Source: an optimization exercise on an open RTL-to-GDS flow (aim: a short achievable clock period and few clock cycles). Production flows keep margins and buffers that such runs may drop. Only simulation tests tie the RTL to the original design; equivalence was not proved. No activity file was given, so power comes from the tool's default toggle rates.

==> try-lagoon <==
Design TopLevel, start of the top module:
module TopLevel(
	input logic Clk,
	input logic Rst,
	output logic[31:0] Imem_Addr,
	input logic[31:0] Imem_Data,
	output logic[31:0] Dmem_Addr,
	output logic[31:0] Dmem_Wr_Data,
	output logic Dmem_Write,
	output logic Dmem_Read,
	input logic[31:0] Dmem_Rd_Data);
==> flow/config.mk <==
export PLATFORM = sky130hd
export DESIGN_NAME = TopLevel
export DESIGN_NICKNAME = TopLevel
export VERILOG_FILES = /design/flow/design.v
export SDC_FILE = /design/flow/constraint.sdc
export NUM_CORES = 4
export LEC_CHECK = 0
export CAP_MARGIN = 40
export CORE_MARGIN = 2
export CORE_UTILIZATION = 40
export CTS_CLUSTER_DIAMETER = 100
export CTS_CLUSTER_SIZE = 20
export GPL_ROUTABILITY_DRIVEN = 1
export PLACE_DENSITY = 0.6
export SLEW_MARGIN = 20
export SYNTH_HIERARCHICAL = 1
==> flow/constraint.sdc <==
create_clock -name core_clock -period 15.0 [get_ports {Clk}]
set_input_delay 3.0000 -clock core_clock [delete_from_list [all_inputs] [get_ports {Clk}]]
set_output_delay 3.0000 -clock core_clock [all_outputs]
set_load 0.01 [all_outputs]
standard.sh (not shown) runs the stock make flow with config.mk's settings and CLKGATE_MAP_FILE= SYNTH_SCRIPT=/design/flow/synth_recipe.tcl, a recipe that flattens the netlist after the stock synthesis.
==> flow/flow/run.sh <==
#!/bin/bash
set -euo pipefail
bash standard.sh SETUP_SLACK_MARGIN=10.9 "BUFFER_PORTS_ARGS=-buffer_cell sky130_fd_sc_hd__buf_4" finish > standard.log 2>&1
==> inputs of try-umber, as changes to try-lagoon <==
--- a/flow/design.v
+++ b/flow/design.v
@@ -17,13 +17,13 @@
 	localparam logic[6:0] OP_BR    = 7'b1100011;
 	localparam logic[6:0] OP_LW    = 7'b0000011;
 	localparam logic[6:0] OP_SW    = 7'b0100011;
 	logic[31:0] pc;
 	logic d_valid;
 	logic[31:0] d_ir, d_pc;
-	logic d_pred;
+	logic d_pred, d_fhibad;
 	logic e_valid;
 	logic[31:0] e_a, e_b, e_sd, e_alt, e_const;
 	logic[15:2] e_pc, e_btgt;
 	logic e_btb_ok;
 	logic[4:0] e_rd;
 	logic e_wen, e_load, e_read, e_store, e_mul, e_br, e_jal, e_jalr, e_ptaken, e_auipc;
@@ -52,19 +52,32 @@
 	logic[31:0] pc_plus4;
 	logic[31:0] pc_next;
 	assign f_idx = pc[5:2];
 	assign btb_hit = btb_v[f_idx] && (btb_tag[f_idx] == pc[15:6]) && (pc[31:16] == 16'b0);
 	assign btb_target = {16'b0, btb_tgt[f_idx], 2'b00};
 	assign pc_plus4 = pc + 32'd4;
+	logic f_is_jal, f_pt, f_cj, f_cb, f_hibad;
+	logic[15:0] f_imm_j, f_imm_b, f_lo_j, f_lo_b;
+	FetchDecode f_dec(.ins(Imem_Data), .is_jal(f_is_jal), .pt(f_pt));
+	assign f_imm_j = {Imem_Data[15:12], Imem_Data[20], Imem_Data[30:21], 1'b0};
+	assign f_imm_b = {{4{Imem_Data[31]}}, Imem_Data[7], Imem_Data[30:25], Imem_Data[11:8], 1'b0};
+	FetchAdd f_add_j(.a(pc[15:0]), .b(f_imm_j), .s(f_lo_j), .co(f_cj));
+	FetchAdd f_add_b(.a(pc[15:0]), .b(f_imm_b), .s(f_lo_b), .co(f_cb));
+	assign f_hibad = f_is_jal ? ((f_cj != Imem_Data[31]) || (Imem_Data[19:16] != {4{Imem_Data[31]}})) :
+		(f_cb != Imem_Data[31]);
+	logic[31:0] pc_rest;
+	logic f_use;
 	always_comb begin
-		if (e_redirect) pc_next = e_target;
-		else if (stall) pc_next = pc;
-		else if (d_redirect) pc_next = d_target;
-		else if (btb_hit) pc_next = btb_target;
-		else pc_next = pc_plus4;
-	end
+		if (stall) pc_rest = pc;
+		else if (d_redirect) pc_rest = d_target;
+		else if (btb_hit) pc_rest = btb_target;
+		else pc_rest = pc_plus4;
+	end
+	assign f_use = f_pt && !(e_redirect || stall || d_redirect || btb_hit);
+	PcSel pc_sel(.use_e(e_redirect), .use_j(f_use && f_is_jal), .use_b(f_use && !f_is_jal),
+		.e_target(e_target), .hi(pc[31:16]), .lo_j(f_lo_j), .lo_b(f_lo_b), .rest(pc_rest), .y(pc_next));
 	always_ff @(posedge Clk) begin
 		if (Rst) pc <= 32'b0;
 		else pc <= pc_next;
 	end
 	assign Imem_Addr = pc;
 	always_ff @(posedge Clk) begin
@@ -73,13 +86,14 @@
 		else if (!stall) d_valid <= !d_redirect;
 	end
 	always_ff @(posedge Clk) begin
 		if (!stall) begin
 			d_ir <= Imem_Data;
 			d_pc <= pc;
-			d_pred <= btb_hit;
+			d_pred <= btb_hit || f_pt;
+			d_fhibad <= !btb_hit && f_pt && f_hibad;
 		end
 	end
 	logic[6:0] opc;
 	logic[2:0] f3;
 	logic[6:0] f7;
 	logic[4:0] rs1, rs2, rd;
@@ -112,13 +126,13 @@
 	assign imm_u = {d_ir[31:12], 12'b0};
 	assign imm_j = {{11{d_ir[31]}}, d_ir[31], d_ir[19:12], d_ir[20], d_ir[30:21], 1'b0};
 	logic[31:0] d_imm;
 	assign d_imm = is_sw ? imm_s : imm_i;
 	logic[31:0] d_pc4, d_btgt, d_auipc;
 	assign d_pc4 = d_pc + 32'd4;
-	assign d_btgt = d_pc + (is_jal ? imm_j : imm_b);
+	assign d_btgt = d_pc + (d_ir[3] ? imm_j : imm_b);   
 	assign d_auipc = d_pc + imm_u;
 	logic[31:0] rf[32];
 	always_ff @(posedge Clk) begin
 		if (Rst) begin
 			for (int i = 0; i < 32; i++) rf[i] <= 32'b0;
 		end else if (w_wen) begin
@@ -163,13 +177,13 @@
 	assign d_jtgt = e_const + imm_i;
 	always_comb begin
 		d_redirect = 1'b0;
 		d_target = d_btgt;
 		if (d_valid && !stall) begin
 			if (is_jal || is_br) begin
-				d_redirect = (d_ptaken != d_pred);
+				d_redirect = (d_ptaken != d_pred) || (d_ptaken && d_fhibad);
 				if (!d_ptaken) d_target = d_pc4;
 			end else if (jfuse) begin
 				d_redirect = 1'b1;
 				d_target = d_jtgt;
 			end else begin
 				d_redirect = d_pred;
@@ -454,6 +468,37 @@
 			se4[i] = se3[2*i+1] & se3[2*i];
 		end
 		ltu = cl4[1] | (ce4[1] & cl4[0]);
 		lt = sl4[1] | (se4[1] & sl4[0]);
 	end
 endmodule
+module FetchAdd(
+	input logic[15:0] a,
+	input logic[15:0] b,
+	output logic[15:0] s,
+	output logic co);
+	assign {co, s} = {1'b0, a} + {1'b0, b};
+endmodule
+module FetchDecode(
+	input logic[31:0] ins,
+	output logic is_jal,
+	output logic pt);
+	logic is_br, same, same_taken;
+	assign is_jal = (ins[6:0] == 7'b1101111);
+	assign is_br = (ins[6:0] == 7'b1100011);
+	assign same = (ins[19:15] == ins[24:20]);
+	assign same_taken = (ins[14:12] == 3'b000) || (ins[14:12] == 3'b101) || (ins[14:12] == 3'b111);
+	assign pt = is_jal || (is_br && (same ? same_taken : ins[31]));
+endmodule
+module PcSel(
+	input logic use_e,
+	input logic use_j,
+	input logic use_b,
+	input logic[31:0] e_target,
+	input logic[15:0] hi,
+	input logic[15:0] lo_j,
+	input logic[15:0] lo_b,
+	input logic[31:0] rest,
+	output logic[31:0] y);
+	assign y = ({32{use_e}} & e_target) | ({32{use_j}} & {hi, lo_j}) | ({32{use_b}} & {hi, lo_b}) |
+		({32{!use_e && !use_j && !use_b}} & rest);
+endmodule
==> inputs of try-fjord, as changes to try-lagoon <==
--- a/flow/design.v
+++ b/flow/design.v
@@ -263,13 +263,50 @@
 	logic[31:0] sum, diff, sh_l, sh_r;
 	logic lt, ltu, eq;
 	assign sum = a + b;
 	assign diff = a - b;
 	assign sh_l = a << b[4:0];
 	assign sh_r = 32'($signed({e_sra & a[31], a}) >>> b[4:0]);
-	Compare cmp(.a(a), .b(b), .eq(eq), .lt(lt), .ltu(ltu));
+	assign eq = (a == b);
+	logic[31:0] cl0, ce0, sl0, se0;
+	logic[15:0] cl1, ce1, sl1, se1;
+	logic[7:0] cl2, ce2, sl2, se2;
+	logic[3:0] cl3, ce3, sl3, se3;
+	logic[1:0] cl4, ce4, sl4, se4;
+	always_comb begin
+		cl0 = ~a & b;
+		ce0 = ~(a ^ b);
+		sl0 = {a[31] & ~b[31], cl0[30:0]};
+		se0 = ce0;
+		for (int i = 0; i < 16; i++) begin
+			cl1[i] = cl0[2*i+1] | (ce0[2*i+1] & cl0[2*i]);
+			ce1[i] = ce0[2*i+1] & ce0[2*i];
+			sl1[i] = sl0[2*i+1] | (se0[2*i+1] & sl0[2*i]);
+			se1[i] = se0[2*i+1] & se0[2*i];
+		end
+		for (int i = 0; i < 8; i++) begin
+			cl2[i] = cl1[2*i+1] | (ce1[2*i+1] & cl1[2*i]);
+			ce2[i] = ce1[2*i+1] & ce1[2*i];
+			sl2[i] = sl1[2*i+1] | (se1[2*i+1] & sl1[2*i]);
+			se2[i] = se1[2*i+1] & se1[2*i];
+		end
+		for (int i = 0; i < 4; i++) begin
+			cl3[i] = cl2[2*i+1] | (ce2[2*i+1] & cl2[2*i]);
+			ce3[i] = ce2[2*i+1] & ce2[2*i];
+			sl3[i] = sl2[2*i+1] | (se2[2*i+1] & sl2[2*i]);
+			se3[i] = se2[2*i+1] & se2[2*i];
+		end
+		for (int i = 0; i < 2; i++) begin
+			cl4[i] = cl3[2*i+1] | (ce3[2*i+1] & cl3[2*i]);
+			ce4[i] = ce3[2*i+1] & ce3[2*i];
+			sl4[i] = sl3[2*i+1] | (se3[2*i+1] & sl3[2*i]);
+			se4[i] = se3[2*i+1] & se3[2*i];
+		end
+		ltu = cl4[1] | (ce4[1] & cl4[0]);
+		lt = sl4[1] | (se4[1] & sl4[0]);
+	end
 	assign alu = ({32{e_sel_add}} & sum) |
 		({32{e_sel_sub}} & diff) |
 		({32{e_sel_and}} & (a & b)) |
 		({32{e_sel_or}} & (a | b)) |
 		({32{e_sel_xor}} & (a ^ b)) |
 		({32{e_sel_sll}} & sh_l) |
@@ -322,14 +359,51 @@
 	always_ff @(posedge Clk) begin
 		if (u_set) begin
 			btb_tag[u_idx] <= u_tag;
 			btb_tgt[u_idx] <= u_tgt;
 		end
 	end
+	logic[31:0][31:0] pp;
+	logic[21:0][31:0] r1;
+	logic[14:0][31:0] r2;
+	logic[9:0][31:0] r3;
+	logic[6:0][31:0] r4;
+	logic[4:0][31:0] r5;
 	logic[3:0][31:0] r6;
-	MulTree mul_tree(.a(a), .b(b), .rows(r6));
+	always_comb begin
+		for (int i = 0; i < 32; i++) pp[i] = b[i] ? (a << i) : 32'b0;
+		for (int i = 0; i < 10; i++) begin
+			r1[2*i] = pp[3*i] ^ pp[3*i+1] ^ pp[3*i+2];
+			r1[2*i+1] = ((pp[3*i] & pp[3*i+1]) | (pp[3*i] & pp[3*i+2]) | (pp[3*i+1] & pp[3*i+2])) << 1;
+		end
+		r1[20] = pp[30];
+		r1[21] = pp[31];
+		for (int i = 0; i < 7; i++) begin
+			r2[2*i] = r1[3*i] ^ r1[3*i+1] ^ r1[3*i+2];
+			r2[2*i+1] = ((r1[3*i] & r1[3*i+1]) | (r1[3*i] & r1[3*i+2]) | (r1[3*i+1] & r1[3*i+2])) << 1;
+		end
+		r2[14] = r1[21];
+		for (int i = 0; i < 5; i++) begin
+			r3[2*i] = r2[3*i] ^ r2[3*i+1] ^ r2[3*i+2];
+			r3[2*i+1] = ((r2[3*i] & r2[3*i+1]) | (r2[3*i] & r2[3*i+2]) | (r2[3*i+1] & r2[3*i+2])) << 1;
+		end
+		for (int i = 0; i < 3; i++) begin
+			r4[2*i] = r3[3*i] ^ r3[3*i+1] ^ r3[3*i+2];
+			r4[2*i+1] = ((r3[3*i] & r3[3*i+1]) | (r3[3*i] & r3[3*i+2]) | (r3[3*i+1] & r3[3*i+2])) << 1;
+		end
+		r4[6] = r3[9];
+		for (int i = 0; i < 2; i++) begin
+			r5[2*i] = r4[3*i] ^ r4[3*i+1] ^ r4[3*i+2];
+			r5[2*i+1] = ((r4[3*i] & r4[3*i+1]) | (r4[3*i] & r4[3*i+2]) | (r4[3*i+1] & r4[3*i+2])) << 1;
+		end
+		r5[4] = r4[6];
+		r6[0] = r5[0] ^ r5[1] ^ r5[2];
+		r6[1] = ((r5[0] & r5[1]) | (r5[0] & r5[2]) | (r5[1] & r5[2])) << 1;
+		r6[2] = r5[3];
+		r6[3] = r5[4];
+	end
 	logic[3:0][31:0] m_mr;
 	always_ff @(posedge Clk) begin
 		if (Rst) begin
 			m_wen <= 1'b0;
 			m_load <= 1'b0;
 			m_read <= 1'b0;
@@ -366,94 +440,6 @@
 	end
 	always_ff @(posedge Clk) begin
 		w_rd <= m_rd;
 		w_res <= w_next;
 	end
 endmodule
-module MulTree(
-	input logic[31:0] a,
-	input logic[31:0] b,
-	output logic[3:0][31:0] rows);
-	logic[31:0][31:0] pp;
-	logic[21:0][31:0] r1;
-	logic[14:0][31:0] r2;
-	logic[9:0][31:0] r3;
-	logic[6:0][31:0] r4;
-	logic[4:0][31:0] r5;
-	always_comb begin
-		for (int i = 0; i < 32; i++) pp[i] = b[i] ? (a << i) : 32'b0;
-		for (int i = 0; i < 10; i++) begin
-			r1[2*i] = pp[3*i] ^ pp[3*i+1] ^ pp[3*i+2];
-			r1[2*i+1] = ((pp[3*i] & pp[3*i+1]) | (pp[3*i] & pp[3*i+2]) | (pp[3*i+1] & pp[3*i+2])) << 1;
-		end
-		r1[20] = pp[30];
-		r1[21] = pp[31];
-		for (int i = 0; i < 7; i++) begin
-			r2[2*i] = r1[3*i] ^ r1[3*i+1] ^ r1[3*i+2];
-			r2[2*i+1] = ((r1[3*i] & r1[3*i+1]) | (r1[3*i] & r1[3*i+2]) | (r1[3*i+1] & r1[3*i+2])) << 1;
-		end
-		r2[14] = r1[21];
-		for (int i = 0; i < 5; i++) begin
-			r3[2*i] = r2[3*i] ^ r2[3*i+1] ^ r2[3*i+2];
-			r3[2*i+1] = ((r2[3*i] & r2[3*i+1]) | (r2[3*i] & r2[3*i+2]) | (r2[3*i+1] & r2[3*i+2])) << 1;
-		end
-		for (int i = 0; i < 3; i++) begin
-			r4[2*i] = r3[3*i] ^ r3[3*i+1] ^ r3[3*i+2];
-			r4[2*i+1] = ((r3[3*i] & r3[3*i+1]) | (r3[3*i] & r3[3*i+2]) | (r3[3*i+1] & r3[3*i+2])) << 1;
-		end
-		r4[6] = r3[9];
-		for (int i = 0; i < 2; i++) begin
-			r5[2*i] = r4[3*i] ^ r4[3*i+1] ^ r4[3*i+2];
-			r5[2*i+1] = ((r4[3*i] & r4[3*i+1]) | (r4[3*i] & r4[3*i+2]) | (r4[3*i+1] & r4[3*i+2])) << 1;
-		end
-		r5[4] = r4[6];
-		rows[0] = r5[0] ^ r5[1] ^ r5[2];
-		rows[1] = ((r5[0] & r5[1]) | (r5[0] & r5[2]) | (r5[1] & r5[2])) << 1;
-		rows[2] = r5[3];
-		rows[3] = r5[4];
-	end
-endmodule
-module Compare(
-	input logic[31:0] a,
-	input logic[31:0] b,
-	output logic eq,
-	output logic lt,
-	output logic ltu);
-	assign eq = (a == b);
-	logic[31:0] cl0, ce0, sl0, se0;
-	logic[15:0] cl1, ce1, sl1, se1;
-	logic[7:0] cl2, ce2, sl2, se2;
-	logic[3:0] cl3, ce3, sl3, se3;
-	logic[1:0] cl4, ce4, sl4, se4;
-	always_comb begin
-		cl0 = ~a & b;
-		ce0 = ~(a ^ b);
-		sl0 = {a[31] & ~b[31], cl0[30:0]};
-		se0 = ce0;
-		for (int i = 0; i < 16; i++) begin
-			cl1[i] = cl0[2*i+1] | (ce0[2*i+1] & cl0[2*i]);
-			ce1[i] = ce0[2*i+1] & ce0[2*i];
-			sl1[i] = sl0[2*i+1] | (se0[2*i+1] & sl0[2*i]);
-			se1[i] = se0[2*i+1] & se0[2*i];
-		end
-		for (int i = 0; i < 8; i++) begin
-			cl2[i] = cl1[2*i+1] | (ce1[2*i+1] & cl1[2*i]);
-			ce2[i] = ce1[2*i+1] & ce1[2*i];
-			sl2[i] = sl1[2*i+1] | (se1[2*i+1] & sl1[2*i]);
-			se2[i] = se1[2*i+1] & se1[2*i];
-		end
-		for (int i = 0; i < 4; i++) begin
-			cl3[i] = cl2[2*i+1] | (ce2[2*i+1] & cl2[2*i]);
-			ce3[i] = ce2[2*i+1] & ce2[2*i];
-			sl3[i] = sl2[2*i+1] | (se2[2*i+1] & sl2[2*i]);
-			se3[i] = se2[2*i+1] & se2[2*i];
-		end
-		for (int i = 0; i < 2; i++) begin
-			cl4[i] = cl3[2*i+1] | (ce3[2*i+1] & cl3[2*i]);
-			ce4[i] = ce3[2*i+1] & ce3[2*i];
-			sl4[i] = sl3[2*i+1] | (se3[2*i+1] & sl3[2*i]);
-			se4[i] = se3[2*i+1] & se3[2*i];
-		end
-		ltu = cl4[1] | (ce4[1] & cl4[0]);
-		lt = sl4[1] | (se4[1] & sl4[0]);
-	end
-endmodule
SYNTH_HIERARCHICAL = unset   (was 1)
==> qor summary <==
metric	try-lagoon	try-fjord	try-umber
Result of the run	finished clean	finished clean	finished clean
Synthesis Warnings	9	1	9
Total internal power	11.6 mW	10.6 mW	11.9 mW
Standard cell core area	0.303 mm²	0.291 mm²	0.309 mm²
Via count	88600	85900	92000
Sequential cell area	0.0561 mm²	0.0548 mm²	0.0560 mm²
Synth-to-layout area growth	17.0%	19.5%	19.1%
Initial DRC count	12800	11800	12500
Synthesized flop and latch total	2031	1971	2028
Layout cells sized above 1	27.8%	30.3%	28.6%
CP Buf/Inv Count	2	4	1
Multi-input combinational cell count	6480	6090	6768
Register-to-register path setup slack	10.61 ns	10.53 ns	10.53 ns
Maximum clock frequency	0.219 GHz	0.224 GHz	0.221 GHz
Hold worst-path end	m_sdata[28]	u_tgt[3]	u_idx[2]
Number of cells in the design after placement	13400	13000	13900
Top-area cell type share of the netlist area	36.6%	38.2%	36.0%
Via density per instance	6.24	6.22	6.22
Testbench counts of try-lagoon, summed over its fixed seeds: cycles 27,001.
Testbench counts of try-umber, summed over its fixed seeds: cycles 26,396.
Testbench counts of try-fjord, summed over its fixed seeds: cycles 27,001.

[separate check: timing with driven ports]
No port has a modelled driver above. Below, the same layouts with a new extraction and two added sets of constraints.
Step 1 sets driving cells, clkbuf_16 on the clock port and buf_2 on the other inputs (assumed; they add their load-dependent delay and slew).
Step 2 times the ports against the registers' clock, not the clock port: input delays grow and output delays shrink by t, the midpoint of the rising clock arrivals with the driver on.
Slacks: ideal / step 1 / step 2; pairs: ideal / step 1.
run | shift t [ns] | setup WS [ns] | clock arrival spread, ns
try-lagoon | 1.008 | 10.436 / 10.334 / 9.880 | 0.148 / 0.148
try-umber | 0.930 | 10.473 / 10.380 / 9.591 | 0.124 / 0.124
try-fjord | 0.920 | 10.530 / 10.454 / 9.999 | 0.066 / 0.066
After both steps setup and hold are still met in every run listed. For try-umber, which loses most, drivers alone change the setup slack by -0.093 ns; drivers and shift together by -0.882 ns.
